Context: an optimization exercise on an open-source flow, tuned for small area and a short achievable clock period. The choices shown serve that exercise and are no tape-out recipe.
In this exercise RTL edits were held to simulation tests only and were not proved equivalent to the original.
Power figures rest on the tool's default switching activity, not on a simulated workload. No driver is modelled on the clock port, so clocking that relies on it looks cheaper here than on a real chip.

==> flow/design.v (excerpt) <==
module sync_fifo #(parameter depth=64,parameter n=8,parameter addr_n=6)(input [n-1:0]din,input clk,rst,w_en,r_en,output reg [n-1:0]dout,output full,empty);
For scale: ~22 I/O pins, about 20000 um^2 of cells after synthesis.
==> flow/config.mk <==
export PLATFORM = sky130hd
export DESIGN_NAME = sync_fifo
export DESIGN_NICKNAME = sync_fifo
export VERILOG_FILES = /design/flow/design.v
export SDC_FILE = /design/flow/constraint.sdc
export NUM_CORES = 4
export LEC_CHECK = 0
export CAP_MARGIN = 20
export CORE_MARGIN = 2
export CORE_UTILIZATION = 60
export SETUP_SLACK_MARGIN = 2.2
export SLEW_MARGIN = 20
export TNS_END_PERCENT = 20
==> flow/constraint.sdc <==
create_clock -name core_clock -period 4.0 [get_ports {clk}]
set_input_delay 0.8000 -clock core_clock [delete_from_list [all_inputs] [get_ports {clk}]]
set_output_delay 0.8000 -clock core_clock [all_outputs]
set_load 0.01 [all_outputs]
standard.sh (not shown) runs the stock make flow with config.mk's settings and CLKGATE_MAP_FILE= SYNTH_SCRIPT=/design/flow/synth_recipe.tcl, a recipe that flattens the netlist after the stock synthesis.
==> flow/flow/run.sh <==
#!/bin/bash
# Standard ORFS layout (the standard.sh) with three changes:
#  - ports are buffered with buf_4 instead of the delay cell buffer_ports picks by default;
#  - CTS uses larger sink clusters and no dummy loads;
#  - a222oi_1 (only one, weak drive strength) is kept out of mapping; the platform's
#    own don't-use list is repeated since this setting replaces it.
set -euo pipefail
bash standard.sh \
  "BUFFER_PORTS_ARGS=-buffer_cell sky130_fd_sc_hd__buf_4" \
  "CTS_ARGS=-sink_clustering_enable -repair_clock_nets -sink_clustering_size 28 -sink_clustering_max_diameter 100 -dont_use_dummy_load" \
  "DONT_USE_CELLS=sky130_fd_sc_hd__probe_p_8 sky130_fd_sc_hd__probec_p_8 sky130_fd_sc_hd__lpflow_bleeder_1 sky130_fd_sc_hd__lpflow_clkbufkapwr_1 sky130_fd_sc_hd__lpflow_clkbufkapwr_16 sky130_fd_sc_hd__lpflow_clkbufkapwr_2 sky130_fd_sc_hd__lpflow_clkbufkapwr_4 sky130_fd_sc_hd__lpflow_clkbufkapwr_8 sky130_fd_sc_hd__lpflow_clkinvkapwr_1 sky130_fd_sc_hd__lpflow_clkinvkapwr_16 sky130_fd_sc_hd__lpflow_clkinvkapwr_2 sky130_fd_sc_hd__lpflow_clkinvkapwr_4 sky130_fd_sc_hd__lpflow_clkinvkapwr_8 sky130_fd_sc_hd__lpflow_decapkapwr_12 sky130_fd_sc_hd__lpflow_decapkapwr_3 sky130_fd_sc_hd__lpflow_decapkapwr_4 sky130_fd_sc_hd__lpflow_decapkapwr_6 sky130_fd_sc_hd__lpflow_decapkapwr_8 sky130_fd_sc_hd__lpflow_inputiso0n_1 sky130_fd_sc_hd__lpflow_inputiso0p_1 sky130_fd_sc_hd__lpflow_inputiso1n_1 sky130_fd_sc_hd__lpflow_inputiso1p_1 sky130_fd_sc_hd__lpflow_inputisolatch_1 sky130_fd_sc_hd__lpflow_isobufsrc_1 sky130_fd_sc_hd__lpflow_isobufsrc_16 sky130_fd_sc_hd__lpflow_isobufsrc_2 sky130_fd_sc_hd__lpflow_isobufsrc_4 sky130_fd_sc_hd__lpflow_isobufsrc_8 sky130_fd_sc_hd__lpflow_isobufsrckapwr_16 sky130_fd_sc_hd__lpflow_lsbuf_lh_hl_isowell_tap_1 sky130_fd_sc_hd__lpflow_lsbuf_lh_hl_isowell_tap_2 sky130_fd_sc_hd__lpflow_lsbuf_lh_hl_isowell_tap_4 sky130_fd_sc_hd__lpflow_lsbuf_lh_isowell_4 sky130_fd_sc_hd__lpflow_lsbuf_lh_isowell_tap_1 sky130_fd_sc_hd__lpflow_lsbuf_lh_isowell_tap_2 sky130_fd_sc_hd__lpflow_lsbuf_lh_isowell_tap_4 sky130_fd_sc_hd__a222oi_1" \
  finish > standard.log 2>&1
Edit:
--- a/flow/flow/run.sh
+++ b/flow/flow/run.sh
@@ -10 +10 @@
-  "CTS_ARGS=-sink_clustering_enable -repair_clock_nets -sink_clustering_size 28 -sink_clustering_max_diameter 100 -dont_use_dummy_load" \
+  "CTS_ARGS=-sink_clustering_enable -repair_clock_nets -sink_clustering_size 30 -sink_clustering_max_diameter 100 -dont_use_dummy_load" \
Settings changed: SETUP_SLACK_MARGIN 2.2 to 2.1, TNS_END_PERCENT 20 to 10.
The changed run passed the timing, DRC and antenna checks. Sequential power is about the same. Via count went down slightly. Cell count fell slightly. Fmax came out lower by a few percent. Routed wire length drops slightly. Total power came out lower slightly. Worst setup slack is worse by 62 ps.

-- static timing again, ports no longer ideal --
How much do the figures lean on ideal ports? The routed layouts below were timed once more, with nothing changed but the port constraints. Step 1 (the two cells are an assumption about what drives the block):
set clk [get_ports {clk}]
set_driving_cell -lib_cell sky130_fd_sc_hd__clkbuf_16 $clk
set_driving_cell -lib_cell sky130_fd_sc_hd__buf_2 [delete_from_list [all_inputs] $clk]
Step 2, shift: input delay + t, output delay - t, t = (earliest + latest rising clock arrival at the registers) / 2. This alone moves slack from input paths to output paths. Slacks: ideal ports / drivers / drivers and shift; pairs: ideal ports / drivers.
| run | t, ns | slack for setup (ns) | worst slew at a driven data input, ns |
|---|---|---|---|
| the first run | 0.609 | 2.122 / 2.068 / 1.669 | 0.04 |
| the second run | 0.595 | 2.059 / 2.006 / 1.662 | 0.03 |
After both steps setup and hold are still met in every run listed. The setup slack of the first run, which loses most, moves by -0.054 ns with the drivers and by -0.453 ns with both steps.
